This design comes from an exercise in tuning for small area, a short achievable clock period and few clock cycles on the open sky130 flow, not from production work.
In this exercise RTL edits were held to simulation tests only and were not proved equivalent to the original.
No activity file was given, so power comes from the tool's default toggle rates.

## alpha
==> flow/design.v (excerpt) <==
module top_fsm(
        input clk,
        input rst_n,
        input        ram_in_we,
        input [4 :0] ram_in_addr_wr,
        input [7 :0] ram_in_data_wr,
        input [3 :0] ram_out_addr_rd,
        output [15:0] ram_out_data_rd,
        input opmode_in,
        output reg done_out
);
    reg [7:0] ram_in [0:31];
    reg [15:0] ram_out [0:15];
    integer i, j;
    always @(posedge clk) begin
        if (ram_in_we)
            ram_in[ram_in_addr_wr] <= ram_in_data_wr;
    end
    always @(posedge clk) begin
        if (opmode_in)
            for (i = 0; i < 16; i = i + 1)
                ram_out[i] <= {ram_in[2*i], ram_in[2*i+1]};
    end
    reg [3:0]  sel_lo, sel_hi;
    reg [15:0] grp [0:3];
    reg [15:0] rd;
    always @(*) begin
        for (j = 0; j < 4; j = j + 1) begin
            sel_lo[j] = (ram_out_addr_rd[1:0] == j);
            sel_hi[j] = (ram_out_addr_rd[3:2] == j);
        end
        for (i = 0; i < 4; i = i + 1) begin
            grp[i] = 16'd0;
            for (j = 0; j < 4; j = j + 1)
                grp[i] = grp[i] | ({16{sel_lo[j]}} & ram_out[4*i+j]);
        end
        rd = 16'd0;
        for (i = 0; i < 4; i = i + 1)
            rd = rd | ({16{sel_hi[i]}} & grp[i]);
    end
    assign ram_out_data_rd = rd;
    always @(posedge clk or negedge rst_n) begin
        if (!rst_n)
            done_out <= 1'b0;
        else if (opmode_in)
            done_out <= 1'b1;
    end
endmodule
Size: ~700 cells after synthesis, roughly 38 I/O pins.
export LEC_CHECK = 0
export CAP_MARGIN = 20
export CORE_MARGIN = 2
export CORE_UTILIZATION = 75
export CTS_CLUSTER_DIAMETER = 80
export CTS_CLUSTER_SIZE = 30
export SETUP_SLACK_MARGIN = 1.5
export SLEW_MARGIN = 20
create_clock -name core_clock -period 4.5 [get_ports {clk}]
standard.sh (not shown) runs the stock make flow with config.mk's settings and CLKGATE_MAP_FILE= SYNTH_SCRIPT=/design/flow/synth_recipe.tcl, a recipe that flattens the netlist after the stock synthesis.
==> flow/flow/run.sh <==
#!/bin/bash
# The standard layout (standard synthesis included), with the read port's
# pins grouped by flow/io.tcl. Make's full output goes to flow_make.log.
set -euo pipefail
W=$(pwd)
bash standard.sh IO_CONSTRAINTS="$W/flow/io.tcl" finish > "$W/flow_make.log" 2>&1
==> flow/flow/io.tcl <==
# Keep the read port's address inputs and data outputs together in the
# middle of the top edge, so that the combinational read path is short.
set names {}
for {set i 0} {$i < 4} {incr i} { lappend names "ram_out_addr_rd\[$i\]" }
for {set i 0} {$i < 16} {incr i} { lappend names "ram_out_data_rd\[$i\]" }
set_io_pin_constraint -pin_names $names -region top:60-100
Per the final summary, alpha finished and its layout is clean on timing, DRC and antenna.
Testbench counts of alpha, summed over its fixed seeds: cycles 5,207.
[inputs] beta vs alpha
==> flow/run.sh (new file) <==
#!/bin/bash
# synth_recipe.tcl (not shown) runs the flow's synth.tcl, then flattens the netlist and writes it again
# the make line also repeats each setting of config.mk as NAME=value (left out here)
make -C /OpenROAD-flow-scripts/flow DESIGN_CONFIG=/design/flow/config.mk WORK_HOME=/design/flow/orfs CLKGATE_MAP_FILE= SYNTH_SCRIPT=/design/flow/synth_recipe.tcl finish
--- a/flow/config.mk
+++ b/flow/config.mk
@@ -8,7 +8,5 @@
 export CAP_MARGIN = 20
 export CORE_MARGIN = 2
-export CORE_UTILIZATION = 75
-export CTS_CLUSTER_DIAMETER = 80
-export CTS_CLUSTER_SIZE = 30
+export CORE_UTILIZATION = 60
 export SETUP_SLACK_MARGIN = 1.5
 export SLEW_MARGIN = 20
removed: flow/flow/run.sh
removed: flow/flow/io.tcl
removed: flow/standard.sh
==> comparison <==
Vias: beta fewer than alpha
On cell area: between alpha and beta, it ends up lower for alpha.
Changes observed in beta relative to alpha: layout overhead on the synthesized area saw an increase, total power went up, global-route usage went down 11 points.
--- input diff beta..gamma ---
--- a/flow/config.mk
+++ b/flow/config.mk
@@ -8,5 +8,7 @@
 export CAP_MARGIN = 20
 export CORE_MARGIN = 2
-export CORE_UTILIZATION = 60
+export CORE_UTILIZATION = 75
+export CTS_CLUSTER_DIAMETER = 80
+export CTS_CLUSTER_SIZE = 30
 export SETUP_SLACK_MARGIN = 1.5
 export SLEW_MARGIN = 20
### Flow results
For gamma, the end point of the critical path was ram_out_data_rd[5], unlike beta, where it was ram_out_data_rd[10].
Changes observed in gamma relative to beta: die extent in x dropped 10%, final critical-path share of the clock period fell 0.49 points, core area shrank by 19%, highest clock rate climbed 0.68%.
Comparing net count reported at finish for gamma and beta, the smaller number came from gamma.
Hold slack was higher in the run labelled gamma.


## v31
top_fsm again, from the RTL that the note above started with.
Settings: LEC_CHECK=0, CAP_MARGIN=20, CORE_MARGIN=2, CORE_UTILIZATION=75, CTS_CLUSTER_DIAMETER=80, CTS_CLUSTER_SIZE=30, PLACE_DENSITY=0.88, SETUP_SLACK_MARGIN=1.5, SLEW_MARGIN=20; clock period 4.5 ns.
run.sh (not shown) runs the stock make flow with config.mk's settings and CLKGATE_MAP_FILE= SYNTH_SCRIPT=/design/flow/synth_recipe.tcl, a recipe that flattens the netlist after the stock synthesis.
Stock flow here: none of the scripts above is used.
v31 went all the way through synthesis, placement and routing and the layout is clean on timing, DRC and antenna.
Testbench counts of v31, summed over its fixed seeds: cycles 5,207.
Inputs modified between v31 and v8:
- PLACE_DENSITY no longer set, was 0.88
- SLEW_MARGIN now 0, was 20
- CAP_MARGIN now 0, was 20
==> comparison <==
The fraction of met3 tracks used by global routing reported for v8 is smaller than that of v31 by 0.91 points.
In the metrics for v8 and v31, the one carrying the lower minimum clock period after layout is v8.
[v8] setup slack after layout rose 160 ps relative to v31
Where power after layout is concerned, v31 is outperformed by v8.
v8 contains fewer vias than v31.
From v31 to v8 the numbers moved as follows: net switching component of the power fell by 5.4%; synthesis-to-finish area growth fell 0.66 points; final worst clock skew increased by 6.3 ps relative to the old numbers.
Fmax: v8 > v31
Summary: with v31 as the reference, final cell count in v8 moved down slightly.
> inputs changed (v8 -> v40)
- CORE_UTILIZATION now 88, was 75
- SLEW_MARGIN now 20, was 0
- CAP_MARGIN now 20, was 0
### Flow results
Flow for v40 halted at 3_5_place_dp, error code DPL-0033. v8 → v40: last weighted congestion value of the routability-driven placer picked up an extra 0.033, detailed placer's ending HPWL picked up an extra 43%. Comparing v8 and v40, the lower initial cell density of the core is on v8. From v8 to v40, compound-gate portion of the synthesized area did not move at all. ~same number of nets produced by synthesis in v8 and v40. Sort v8 and v40 by count of standard-cell rows, descending, and v8 comes first.
For v45, these inputs were changed with respect to v40:
- swapping 88 for 60 in CORE_UTILIZATION
==> results.txt <==
v40: DPL-0033 in 3_5_place_dp -> run aborted
v45 ran to completion and came out clean on the timing, design-rule and antenna checks.
There was hardly any difference in number of distinct library cell variants in the gate-level netlist after synthesis between v45 and v40.
For placed wire-length estimate after detailed placement, dividing the value from v45 by the value from v40 gives 0.70.
Area fraction in and, or, nand and nor cells after synthesis came out exactly the same in v40 and v45.
Comparing v40 with v45, the sequential fraction of the synthesis area came out essentially unchanged.
Height of the chip delta for v45 relative to v40: 30 µm higher
Diff v40..v45 | number of enable-type register cells in the synthesized netlist | unchanged
Looking at v40 and v45, the async set-or-reset flop fraction in the synthesized netlist is a wash.
Inputs modified between v45 and v54:
- a change of CORE_UTILIZATION from 60 to 75
==> flow/flow/run.sh (new file) <==
#!/bin/bash
# The standard layout (standard synthesis included), with one extra step
# after floorplan (flow/downsize.tcl): every logic cell starts from the
# smallest size of its function before placement and timing repair.
# Make's full output goes to flow_make.log; each step's own log is under
# orfs/logs.
set -euo pipefail
W=$(pwd)
bash standard.sh POST_FLOORPLAN_TCL="$W/flow/downsize.tcl" finish > "$W/flow_make.log" 2>&1
==> flow/flow/downsize.tcl (new file) <==
# After floorplan: move every logic cell (not the flip-flops) to the
# smallest-area cell of the same function, so that the timing repair that
# follows starts from minimum sizes and upsizes only where timing needs it.
set n 0
set saved 0.0
foreach inst [get_cells *] {
  set master [get_property $inst ref_name]
  if {[string match "*df*" $master]} continue
  if {![regexp {^(sky130_fd_sc_hd__[a-z0-9]+)_([0-9]+)$} $master -> base drv]} continue
  set a0 [get_property [get_lib_cells $master] area]
  set best $master
  set besta $a0
  foreach lc [get_lib_cells ${base}_*] {
    set c [get_name $lc]
    if {![regexp "^${base}_\[0-9\]+\$" $c]} continue
    set a [get_property $lc area]
    if {$a < $besta} { set besta $a; set best $c }
  }
  if {$best ne $master} {
    replace_cell [get_full_name $inst] $best
    incr n
    set saved [expr {$saved + $a0 - $besta}]
  }
}
puts "downsize: $n cells moved to their smallest size, [format %.1f $saved] um2"
==> flow/standard.sh (new file) <==
#!/bin/bash
# synth_recipe.tcl (not shown) runs the flow's synth.tcl, then flattens the netlist and writes it again
# the make line also repeats each setting of config.mk as NAME=value (left out here)
make -C /OpenROAD-flow-scripts/flow DESIGN_CONFIG=/design/flow/config.mk WORK_HOME=/design/flow/orfs CLKGATE_MAP_FILE= SYNTH_SCRIPT=/design/flow/synth_recipe.tcl "${@:-finish}"
removed: flow/run.sh
In the final reports, the cell area of v54 is smaller than that of v45. Relative to v45, net count of the finished layout decreased by about 1.7% in v54. Of v54 and v45, the lower global routing met1 resource utilization belongs to v45. v54 and v45 ended up with nearly the same final period demand of the worst path. Diff v54 and v45: number of setup buffers added after CTS higher in v45. Between v54 and v45, the multi-input logic portion of the cell area figures differ only marginally. Between v54 and v45, the fraction of power consumed by the clock network is lower for v54. Number of placed instances with taps included: v54 and v45 compared, lower one is v54.


## v6
The RTL this note starts from:
==> flow/design.v <==
module ram_dp_async_read
#(parameter WIDTH = 8,
  parameter DEPTH = 16,
  parameter DEPTH_LOG = $clog2(DEPTH))
(
 input clk,
 input wr_n,
 input [DEPTH_LOG-1:0] addr_wr,
 input [DEPTH_LOG-1:0] addr_rd,
 input [WIDTH-1:0] data_wr,
 output [WIDTH-1:0] data_rd
);
    reg [WIDTH-1:0] ram [0:DEPTH-1];
    always @(posedge clk) begin
        if(wr_n) begin
            ram[addr_wr] <= data_wr;
        end
    end
    assign data_rd = ram[addr_rd];
endmodule
module rd_inv(input a, output y);
    assign y = ~a;
endmodule
module rd_nand2(input a, input b, output y);
    assign y = ~(a & b);
endmodule
module rd_nor2(input a, input b, output y);
    assign y = ~(a | b);
endmodule
module rd_aoi22(input a1, input a2, input b1, input b2, output y);
    assign y = ~((a1 & a2) | (b1 & b2));
endmodule
module top_fsm(
        input clk,
        input rst_n,
        input        ram_in_we,
        input [4 :0] ram_in_addr_wr,
        input [7 :0] ram_in_data_wr,
        input [3 :0] ram_out_addr_rd,
        output [15:0] ram_out_data_rd,
        input opmode_in,
        output reg done_out
);
    reg [7:0] ram_in [0:31];
    reg [15:0] ram_out [0:15];
    integer i;
    always @(posedge clk) begin
        if (ram_in_we)
            ram_in[ram_in_addr_wr] <= ram_in_data_wr;
    end
    always @(posedge clk) begin
        if (opmode_in)
            for (i = 0; i < 16; i = i + 1)
                ram_out[i] <= {ram_in[2*i], ram_in[2*i+1]};
    end
    wire [3:0]  a = ram_out_addr_rd;
    wire [3:0]  an;
    wire [3:0]  pre_lo_n, pre_hi_n;
    wire [15:0] sel;
    genvar k, b, p;
    generate
        for (k = 0; k < 4; k = k + 1) begin : g_inv
            rd_inv u_inv (.a(a[k]), .y(an[k]));
        end
        for (k = 0; k < 4; k = k + 1) begin : g_pre
            rd_nand2 u_lo (.a(k[1] ? a[1] : an[1]), .b(k[0] ? a[0] : an[0]), .y(pre_lo_n[k]));
            rd_nand2 u_hi (.a(k[1] ? a[3] : an[3]), .b(k[0] ? a[2] : an[2]), .y(pre_hi_n[k]));
        end
        for (k = 0; k < 16; k = k + 1) begin : g_sel
            rd_nor2 u_sel (.a(pre_hi_n[k / 4]), .b(pre_lo_n[k % 4]), .y(sel[k]));
        end
        for (b = 0; b < 16; b = b + 1) begin : g_bit
            wire [7:0] pair_n;
            wire [3:0] quad;
            wire [1:0] half_n;
            for (p = 0; p < 8; p = p + 1) begin : g_pair
                rd_aoi22 u_pair (.a1(sel[2*p]),   .a2(ram_out[2*p][b]),
                                 .b1(sel[2*p+1]), .b2(ram_out[2*p+1][b]),
                                 .y(pair_n[p]));
            end
            for (p = 0; p < 4; p = p + 1) begin : g_quad
                rd_nand2 u_quad (.a(pair_n[2*p]), .b(pair_n[2*p+1]), .y(quad[p]));
            end
            for (p = 0; p < 2; p = p + 1) begin : g_half
                rd_nor2 u_half (.a(quad[2*p]), .b(quad[2*p+1]), .y(half_n[p]));
            end
            rd_nand2 u_out (.a(half_n[0]), .b(half_n[1]), .y(ram_out_data_rd[b]));
        end
    endgenerate
    always @(posedge clk or negedge rst_n) begin
        if (!rst_n)
            done_out <= 1'b0;
        else if (opmode_in)
            done_out <= 1'b1;
    end
endmodule
==> flow/config.mk <==
export PLATFORM = sky130hd
export DESIGN_NAME = top_fsm
export DESIGN_NICKNAME = top_fsm
export VERILOG_FILES = /design/flow/design.v
export SDC_FILE = /design/flow/constraint.sdc
export NUM_CORES = 4
export LEC_CHECK = 0
export CAP_MARGIN = 20
export CORE_MARGIN = 2
export CORE_UTILIZATION = 65
export CTS_CLUSTER_DIAMETER = 80
export CTS_CLUSTER_SIZE = 30
export SETUP_SLACK_MARGIN = 1.5
export SLEW_MARGIN = 20
export SYNTH_HIERARCHICAL = 1
==> flow/constraint.sdc <==
create_clock -name core_clock -period 4.5 [get_ports {clk}]
set_input_delay 0.9000 -clock core_clock [delete_from_list [all_inputs] [get_ports {clk}]]
set_output_delay 0.9000 -clock core_clock [all_outputs]
set_load 0.01 [all_outputs]
standard.sh (not shown) runs the stock make flow with config.mk's settings and CLKGATE_MAP_FILE= SYNTH_SCRIPT=/design/flow/synth_recipe.tcl, a recipe that flattens the netlist after the stock synthesis.
==> flow/flow/run.sh <==
#!/bin/bash
# The standard layout (standard synthesis included), with one extra step
# after floorplan (flow/downsize.tcl): every logic cell starts from the
# smallest size of its function before placement and timing repair.
# Make's full output goes to flow_make.log; each step's own log is under
# orfs/logs.
set -euo pipefail
W=$(pwd)
bash standard.sh POST_FLOORPLAN_TCL="$W/flow/downsize.tcl" finish > "$W/flow_make.log" 2>&1
==> flow/flow/downsize.tcl <==
# After floorplan: move every logic cell (not the flip-flops) to the
# smallest-area cell of the same function, so that the timing repair that
# follows starts from minimum sizes and upsizes only where timing needs it.
set n 0
set saved 0.0
foreach inst [get_cells *] {
  set master [get_property $inst ref_name]
  if {[string match "*df*" $master]} continue
  if {![regexp {^(sky130_fd_sc_hd__[a-z0-9]+)_([0-9]+)$} $master -> base drv]} continue
  set a0 [get_property [get_lib_cells $master] area]
  set best $master
  set besta $a0
  foreach lc [get_lib_cells ${base}_*] {
    set c [get_name $lc]
    if {![regexp "^${base}_\[0-9\]+\$" $c]} continue
    set a [get_property $lc area]
    if {$a < $besta} { set besta $a; set best $c }
  }
  if {$best ne $master} {
    replace_cell [get_full_name $inst] $best
    incr n
    set saved [expr {$saved + $a0 - $besta}]
  }
}
puts "downsize: $n cells moved to their smallest size, [format %.1f $saved] um2"
Testbench counts of v6, summed over its fixed seeds: cycles 5,207.
--- input diff v6..v7 ---
# v6
export LEC_CHECK = 0
export CAP_MARGIN = 20
export CORE_MARGIN = 2
export CORE_UTILIZATION = 65
export CTS_CLUSTER_DIAMETER = 80
export CTS_CLUSTER_SIZE = 30
export SETUP_SLACK_MARGIN = 1.5
export SLEW_MARGIN = 20
export SYNTH_HIERARCHICAL = 1
create_clock -name core_clock -period 4.5 [get_ports {clk}]
# v7
export LEC_CHECK = 0
export CAP_MARGIN = 20
export CORE_MARGIN = 2
export CORE_UTILIZATION = 75
export CTS_CLUSTER_DIAMETER = 80
export CTS_CLUSTER_SIZE = 30
export GPL_ROUTABILITY_DRIVEN = 0
export SETUP_SLACK_MARGIN = 1.8
export SLEW_MARGIN = 20
export SYNTH_HIERARCHICAL = 1
create_clock -name core_clock -period 4.5 [get_ports {clk}]
==> flow/flow/run.sh <==
#!/bin/bash
# The standard layout (standard synthesis included), with one extra step
# after floorplan (flow/downsize.tcl): every logic cell starts from the
# smallest size of its function before placement and timing repair, and
# the ports are buffered with buf_2 cells.
# Make's full output goes to flow_make.log; each step's own log is under
# orfs/logs.
set -euo pipefail
W=$(pwd)
bash standard.sh POST_FLOORPLAN_TCL="$W/flow/downsize.tcl" BUFFER_PORTS_ARGS="-buffer_cell sky130_fd_sc_hd__buf_2" finish > "$W/flow_make.log" 2>&1
## What came out
- STATUS total power: v7 wins against v6
- As of v7, final routed wirelength across all metal layers had fallen slightly compared to v6.
- Going from v6 to v7, cell-internal power down 0.69%; post-route minimum period up 0.024 ns; latest clock arrival within the worst-skew pair down 0.02 ns; maximum frequency down 0.0025 GHz; sequential share of layout area up 3.2 points.
- For number of signal-net inverters in the final layout, v7 and v6 come out practically identical.
- Comparing post-route cell area for v6 and v7, the smaller number came from v7.
- The critical-path cell with the highest stage delay comes out sky130_fd_sc_hd__a22oi_2 in one run and sky130_fd_sc_hd__buf_6 in the other, namely in v6 and v7 respectively.

[port drivers added, routing unchanged]
The results above use ideal ports. As a check the final layouts listed here were re-extracted and re-timed, cells and wires unchanged.
Step 1 sets driving cells, clkbuf_16 on the clock port and buf_2 on the other inputs (assumed; they add their load-dependent delay and slew).
Step 2 moves the port delays by t, midway between the first and last clock arrival at a register: inputs arrive t later, outputs are due t later. That takes back most of the time a late clock gives input paths.
Slacks: ideal / step 1 / step 2; pairs: ideal / step 1.
run	t (ns)	setup slack, ns	worst hold slack (ns)	slew at the worst register clock pin (ns)	worst data-port slew with drivers (ns)
alpha	0.597	1.215 / 1.129 / 1.088	0.395 / 0.395 / 0.395	0.12 / 0.12	0.08
beta	0.595	1.253 / 1.160 / 1.155	0.404 / 0.404 / 0.404	0.06 / 0.06	0.09
gamma	0.592	1.275 / 1.051 / 1.051	0.424 / 0.424 / 0.424	0.11 / 0.11	0.23
v31	0.581	1.121 / 1.038 / 0.982	0.427 / 0.427 / 0.427	0.12 / 0.12	0.08
v8	0.591	1.278 / 1.052 / 1.052	0.423 / 0.423 / 0.423	0.11 / 0.11	0.23
v45	0.587	1.215 / 1.122 / 1.122	0.421 / 0.421 / 0.421	0.11 / 0.11	0.09
v54	0.576	1.215 / 1.097 / 1.097	0.410 / 0.410 / 0.410	0.11 / 0.11	0.12
v6	0.587	1.389 / 1.317 / 1.024	0.408 / 0.408 / 0.408	0.11 / 0.11	0.07
v7	0.577	1.365 / 1.305 / 1.305	0.115 / 0.091 / 0.410	0.11 / 0.11	0.06
After both steps setup and hold are still met in every run listed. The setup slack of v6, which loses most, moves by -0.072 ns with the drivers and by -0.365 ns with both steps.
